This design comes from an exercise in tuning for a short achievable clock period and few clock cycles on the open sky130 flow, not from production work.
Function was checked by simulation only, so behaviour that the tests miss may differ from the original.
Power figures rest on the tool's default switching activity, not on a simulated workload.

==> inputs of trial 48 <==
Design datapath, start of the top module:
module datapath(clk, rst, sw, seg0, seg1, seg2, seg3, mem_addr, mem_wdata, mem_we, mem_rdata);
Settings: LEC_CHECK=0, ABC_CLOCK_PERIOD_IN_PS=4500, CAP_MARGIN=20, CELL_PAD_IN_SITES_DETAIL_PLACEMENT=1, CELL_PAD_IN_SITES_GLOBAL_PLACEMENT=1, CORE_MARGIN=4, CORE_UTILIZATION=40, SETUP_SLACK_MARGIN=4.5, SLEW_MARGIN=20; clock period 9.3 ns.
run.sh (not shown) runs the stock make flow with config.mk's settings and CLKGATE_MAP_FILE= SYNTH_SCRIPT=/design/flow/synth_recipe.tcl, a recipe that flattens the netlist after the stock synthesis.
==> inputs of trial 29, as changes to trial 48 <==
--- a/flow/design.v
+++ b/flow/design.v
@@ -3,25 +3,27 @@
 	input [3:0] sw;
 	output [6:0] seg0, seg1, seg2, seg3;
 	output [15:0] mem_addr;
 	output [15:0] mem_wdata;
 	output mem_we;
 	input [15:0] mem_rdata;
-	localparam BB = 5;               
+	localparam BB = 6;               
 	localparam BN = 1 << BB;
 	localparam BT = 16 - BB;
 	localparam IB = 6;               
 	localparam IN = 1 << IB;
 	localparam IT = 16 - IB;
 	localparam T_EQ = 3'd1, T_LO = 3'd2, T_HI = 3'd3, T_CALL = 3'd4, T_BR = 3'd5, T_RET = 3'd6;
 	reg [255:0] rf;                  
 	wire [15:0] sp  = rf[255:240];
 	wire [15:0] srr = rf[239:224];
 	reg [15:0] S;                    
 	reg        swe;                  
 	reg [15:0] wa, swd;
+	reg        qv;                   
+	reg [15:0] qa, qd;
 	reg        sf;                   
 	reg        sr;                   
 	reg        af, ar;               
 	reg        afc;                  
 	reg [15:0] icw;
 	reg        dq;                   
@@ -128,12 +130,13 @@
 	endfunction
 	wire [15:0] A = sel16(rx, rf);
 	wire [15:0] B = sel16(ry, rf);
 	wire [15:0] spp1 = sp + 16'd1;
 	wire [15:0] spm1 = sp - 16'd1;
 	wire [15:0] spp2 = sp + 16'd2;
+	wire [15:0] spm2 = sp - 16'd2;
 	wire [3:0]  li = spp2[3:0];
 	wire        lhit = sc_v[li] && (sc_t[li*12 +: 12] == spp2[15:4]);
 	wire [15:0] ldat = sc_d[li*16 +: 16];
 	wire [15:0] spp3 = sp + 16'd3;
 	wire [3:0]  li3 = spp3[3:0];
 	wire        lhit3 = sc_v[li3] && (sc_t[li3*12 +: 12] == spp3[15:4]);
@@ -208,20 +211,24 @@
 		4'h5: wv2 = ia1r;
 		4'h9: wv2 = (op == 4'h9) ? ldat : td;
 		default: wv2 = {12'h000, flags2};
 		endcase
 	end
 	wire [3:0] wi2 = (op2 == 4'hC) ? 4'd14 : rx2;
-	wire rdA2 = (op2 == 4'h2) | (op2 == 4'h3) | (op2 == 4'h4) | (op2 == 4'hC);
+	wire rdA2 = (op2 == 4'h2) | (op2 == 4'h3) | (op2 == 4'h4) | (op2 == 4'h8) | (op2 == 4'hC);
 	wire rdB2 = (op2 == 4'h1) | rdA2;
-	wire haz2 = mbusy & ((op2 == 4'h9) & m15 |
+	wire haz2 = mbusy & (((op2 == 4'h9) | (op2 == 4'h8)) & m15 |
 		(rdA2 & ((rx2 == mrx) | (mh & (rx2 == mrx1)))) |
 		(rdB2 & ((ry2 == mrx) | (mh & (ry2 == mrx1)))));
-	wire go = inst & ~haz & ~(dq & haz2);
+	wire qblk = qv & (((op == 4'h8) & dq & (op2 == 4'h8)) | (((op == 4'h9) | (op == 4'hB)) & !tv));
+	wire go = inst & ~haz & ~(dq & haz2) & ~qblk;
 	wire go2 = go & dq & ~dcb & ~(op == 4'h9 && !tv) & ~(op2 == 4'h9 && !(tv && (op != 4'h9 || lhit)));
 	wire pop2 = go2 & (op2 == 4'h9);
+	wire push2 = go2 & (op2 == 4'h8);
+	wire wr2 = go2 & (op2 != 4'h8);                   
+	wire [15:0] wd2 = (rx2 == 4'd15) ? spm1 : A2;    
 	wire gocb = go & dcb;
 	wire [15:0] Ac = selh(icx, rf);
 	wire [15:0] Bc = selh(icy, rf);
 	wire [3:0]  flagsc = cpflags(Ac, Bc);
 	wire cond2 = (op2 == 4'hD) ? flagsc[1] : (op2 == 4'hE) ? flagsc[3] : flagsc[2];
 	wire [15:0] S1 = S + 16'd1;
@@ -250,12 +257,13 @@
 	end
 	wire c2rA = (c2op == 4'h2) | (c2op == 4'h3) | (c2op == 4'h4) | (c2op == 4'hC);
 	wire c2rB = (c2op == 4'h1) | c2rA;
 	wire [3:0] c2w = (c2op == 4'hC) ? 4'd14 : icd2[11:8];
 	wire dualpop = sfe && ich && ich2 && (c2op == 4'h9) &&
 		((((c1op <= 4'h5) || (c1op == 4'hC)) && !c1d[15]) || ((c1op == 4'h9) && (c1x != 4'd15)));
+	wire dualpush = sfe && ich && ich2 && (c1op == 4'h8) && (c2op == 4'h8);
 	wire dual = sfe && ich && ich2 && c1s && c2s &&
 		!(c2rA && c1d[icd2[11:8]]) && !(c2rB && c1d[icd2[7:4]]) &&
 		!(c1op == 4'h7 && c1d[c2w]);
 	wire [15:0] S3 = S + 16'd3;
 	wire [BB-1:0] bli2 = S1[BB-1:0];
 	wire        blh2 = bt_v[bli2] && (bt_t[bli2*BT +: BT] == S1[15:BB]);
@@ -351,32 +359,34 @@
 				if (!cond) begin epn = ia2r; ok = s_i2; end
 				else if (ah) begin epn = atg; ok = s_at; end
 				else etn = 1'b1;
 			end
 			endcase
 			if (pop2) begin spw = 1'b1; spv = (op == 4'h9) ? spp2 : spp1; end
+			if (push2) spv = spm2;
 		end
 		if (fp && af && ia == fpa + 16'd1) bqn = 1'b1;
 	end
 	reg        tvn;
 	reg [15:0] tdn;
 	always @* begin
 		tvn = tv; tdn = td;
-		if (wpn) begin tvn = 1'b1; tdn = wdn; end
+		if (push2) begin tvn = 1'b1; tdn = wd2; end
+		else if (wpn) begin tvn = 1'b1; tdn = wdn; end
 		else if (pop2 && op == 4'h9) begin tvn = lhit3; tdn = ldat3; end
 		else if (tpop || pop2) begin tvn = lhit; tdn = ldat; end
-		if ((we1 && wi1 == 4'd15) || (go2 && wi2 == 4'd15) || (pdw && prx == 4'd15) || (mbusy && m15)) tvn = 1'b0;
+		if ((we1 && wi1 == 4'd15) || (wr2 && wi2 == 4'd15) || (pdw && prx == 4'd15) || (mbusy && m15)) tvn = 1'b0;
 	end
 	wire [BB-1:0] bli = S[BB-1:0];
 	wire        blh = bt_v[bli] && (bt_t[bli*BT +: BT] == S[15:BB]);
 	wire [2:0]  blk = bt_k[bli*3 +: 3];
 	wire [15:0] bld = bt_d[bli*16 +: 16];
 	wire [3:0]  srn = (go2 && op2 == 4'hC) ? flags2 : (cpx && afc) ? flagsc : srr[3:0];
 	reg  [15:0] pred;
 	always @* begin
-		pred = dualcb ? (back2 ? bld2 : S3) : (dual | dualpop) ? S2 : S1;
+		pred = dualcb ? (back2 ? bld2 : S3) : (dual | dualpop | dualpush) ? S2 : S1;
 		if (blh) begin
 			case (blk)
 			T_EQ: pred = srn[1] ? bld : S2;
 			T_LO: pred = srn[3] ? bld : S2;
 			T_HI: pred = srn[2] ? bld : S2;
 			T_CALL, T_BR: pred = bld;
@@ -387,12 +397,13 @@
 	end
 	integer i;
 	always @(posedge clk or posedge rst) begin
 		if (rst) begin
 			rf <= {16'hFFFF, 240'd0};
 			S <= 16'd0; swe <= 1'b0; wa <= 16'd0; swd <= 16'd0; sf <= 1'b1; sr <= 1'b0;
+			qv <= 1'b0; qa <= 16'd0; qd <= 16'd0;
 			afc <= 1'b0; icw <= 16'd0; dq <= 1'b0; i2w <= 16'd0;
 			icx <= 16'd1; icy <= 16'd1; i2x <= 16'd1; i2y <= 16'd1;
 			dcb <= 1'b0; at2 <= 16'd0; ia3r <= 16'd3;
 			ic_v <= {IN{1'b0}};
 			af <= 1'b0; ar <= 1'b0; ia <= 16'd0; ia1r <= 16'd1; ia2r <= 16'd2;
 			ah <= 1'b0; aty <= 3'd0; atg <= 16'd0;
@@ -402,23 +413,24 @@
 			mbusy <= 1'b0; mrx <= 4'd0; mrx1 <= 4'd1; mh <= 1'b0; m15 <= 1'b0; m14 <= 1'b0;
 			sc_v <= 16'd0;
 			tv <= 1'b0; td <= 16'd0;
 			bt_v <= {BN{1'b0}};
 		end else begin
 			for (i = 0; i < 16; i = i + 1) begin
-				if (go2 && wi2 == i) rf[i*16 +: 16] <= wv2;
+				if (wr2 && wi2 == i) rf[i*16 +: 16] <= wv2;
 				else if (we1 && wi1 == i) rf[i*16 +: 16] <= wv1;
 				else if (pdw && prx == i) rf[i*16 +: 16] <= w;
 				else if (i == 15 && spw) rf[i*16 +: 16] <= spv;
 				else if (mbusy && mrx == i) rf[i*16 +: 16] <= prod[15:0];
 				else if (mbusy && mh && mrx1 == i) rf[i*16 +: 16] <= prod[31:16];
 			end
 			tv <= tvn; td <= tdn;
 			if (wpn) begin
 				sc_v[sp[3:0]] <= 1'b1;
 			end
+			if (push2) sc_v[spm1[3:0]] <= 1'b1;
 			bq <= bqn; bqa <= bqan; bqd <= bqdn; bqt <= bqtn;
 			if (bq) begin
 				bt_v[bqa[BB-1:0]] <= 1'b1;
 			end
 			fp <= fpn;
 			if (fpn) begin fpa <= ia; fpt <= bkind; end
@@ -430,23 +442,27 @@
 				mrx <= rx; mrx1 <= rx + 4'd1;
 				mh <= (rx >= 4'd8) && (rx <= 4'd13);
 				m15 <= (rx == 4'd15);
 				m14 <= (rx == 4'd13) || (rx == 4'd14);
 			end
 			af <= sfe; ar <= sr; ia <= S; ia1r <= S1; ia2r <= S2;
-			afc <= ich; icw <= icd; dq <= dual | dualcb | dualpop; i2w <= icd2;
+			afc <= ich; icw <= icd; dq <= dual | dualcb | dualpop | dualpush; i2w <= icd2;
 			icx <= 16'd1 << icd[11:8]; icy <= 16'd1 << icd[7:4];
 			i2x <= 16'd1 << icd2[11:8]; i2y <= 16'd1 << icd2[7:4];
 			dcb <= dualcb; at2 <= bld2; ia3r <= S3;
 			if (af && !afc) begin
 				ic_v[ia[IB-1:0]] <= 1'b1;
 			end
 			if (swe && ic_t[wa[IB-1:0]*IT +: IT] == wa[15:IB]) ic_v[wa[IB-1:0]] <= 1'b0;
 			ah <= blh; aty <= blk; atg <= bld;
-			swe <= wpn; sr <= rdn; sf <= !rdn;
-			if (wpn) begin wa <= sp; swd <= wdn; end
+			swe <= qv | wpn; sr <= rdn; sf <= !rdn;
+			if (qv) begin wa <= qa; swd <= qd; end
+			else if (wpn) begin wa <= sp; swd <= wdn; end
+			qv <= qv ? wpn : push2;
+			if (qv) begin qa <= sp; qd <= wdn; end
+			else begin qa <= spm1; qd <= wd2; end
 			if (rdn) begin
 				S <= spp1;
 			end else if (ok && !dwn) begin
 				S <= pred;
 			end else begin
 				S <= epn;
@@ -455,12 +471,16 @@
 	end
 	always @(posedge clk) begin
 		if (wpn) begin
 			sc_t[sp[3:0]*12 +: 12] <= sp[15:4];
 			sc_d[sp[3:0]*16 +: 16] <= wdn;
 		end
+		if (push2) begin
+			sc_t[spm1[3:0]*12 +: 12] <= spm1[15:4];
+			sc_d[spm1[3:0]*16 +: 16] <= wd2;
+		end
 		if (bq) begin
 			bt_t[bqa[BB-1:0]*BT +: BT] <= bqa[15:BB];
 			bt_k[bqa[BB-1:0]*3 +: 3] <= bqt;
 			bt_d[bqa[BB-1:0]*16 +: 16] <= bqd;
 		end
 		if (af && !afc) begin
@@ -506,13 +526,13 @@
 	input cin;
 	output [W-1:0] s;
 	output cout;
 	wire [W:0] G [0:L];
 	wire [W:0] P [0:L];
 	assign G[0] = {a & b, cin};
-	assign P[0] = {a ^ b, 1'b0};
+	assign P[0] = {a | b, 1'b0};
 	genvar l, n;
 	generate
 		for (l = 0; l < L; l = l + 1) begin : lev
 			for (n = 0; n <= W; n = n + 1) begin : bitn
 				if (n >= (1 << l)) begin : pre
 					assign G[l+1][n] = G[l][n] | (P[l][n] & G[l][n-(1<<l)]);
CAP_MARGIN = 35   (was 20)
SLEW_MARGIN = 35   (was 20)
==> notes.md <==
Combinational power: trial 48 is lower than trial 29 (about 80%). Against trial 29, the critical path depth of trial 48 is higher by 13. Against trial 29, the clock skew of trial 48 is lower by 0.064 ns. Against trial 29, the register-to-register slack of trial 48 is lower by 0.13 ns. Between trial 29 and trial 48, the lower total power is in trial 48 (gap 100%, measured against trial 48). Against trial 29, the first-iteration DRC count of trial 48 is lower by about 27%. Against trial 48, the sequential share of layout area of trial 29 is lower by 0.95 points. Synthesized area: trial 29 is larger than trial 48 (about 21%). Of trial 48 and trial 29, trial 29 has the higher die area (gap 18%, measured against trial 29). Between trial 29 and trial 48, the lower global-route usage is in trial 29 (gap 0.35 points). In trial 29 the clock power is higher than in trial 48, by about 24%.
==> figures <==
	trial 29	trial 48
Die Y-Extent	948.5 µm	861.4 µm
Overall Power	105.9 mW	53.09 mW
Layout area overhead	21.30%	20.44%
Non-clock buffering overhead	8.079%	7.980%
Skew final	0.1282 ns	0.06382 ns
Sequential standard cell area	150,400 µm²	126,300 µm²
Net switching component of the power	43.37 mW	15.59 mW
Post-Route M1 WL	724,400 µm	597,800 µm
Share of synthesized area occupied by flip-flops and latches	42.42%	43.27%
Placed cell count	41,424	33,453
Number of optimization iterations in the first detailed-route pass	14	13
Seq area share	35.03%	35.99%
Largest incremental delay on the critical path	0.63 ns	0.53 ns
Total nets after synthesis	31,858	25,608
Clock buffers	922	721
Number of buffers other than clock buffers in the final layout	2,970	2,570
Critical-path cell with the highest stage delay	sky130_fd_sc_hd__a2111oi_0	sky130_fd_sc_hd__mux4_2
GRT met1 Usage	53.99%	52.96%
Fill cell total of the finished layout	90,168	73,555
Run status	timing/DRC/antenna clean	timing/DRC/antenna clean
Starting utilization of the core area	40.10%	40.12%
Proportion of cell area spent on the clock network	5.109%	5.077%
Post-synthesis mux area share	25.39%	24.22%
Testbench counts of trial 48, summed over its fixed seeds: cycles 38,173.
Testbench counts of trial 29, summed over its fixed seeds: cycles 37,483.

[port drivers added, routing unchanged]
No port has a modelled driver above. Below, the same layouts with a new extraction and two added sets of constraints. Step 1, drivers: a clkbuf_16 drives clk and a buf_2 each remaining input, both assumed. Step 2 times the ports against the registers' clock, not the clock port: input delays grow and output delays shrink by t, the midpoint of the rising clock arrivals with the driver on. Slacks: ideal ports / drivers / drivers and shift; pairs: ideal ports / drivers.
run | shift t [ns] | slack for setup (ns) | pins driven straight from the clock port
trial 48 | 1.284 | 2.823 / 2.862 / 1.626 | 1
trial 29 | 1.288 | 2.987 / 2.987 / 2.018 | 1
After both steps every run listed still meets setup and hold. The setup slack of trial 48, which loses most, moves by +0.039 ns with the drivers and by -1.197 ns with both steps.
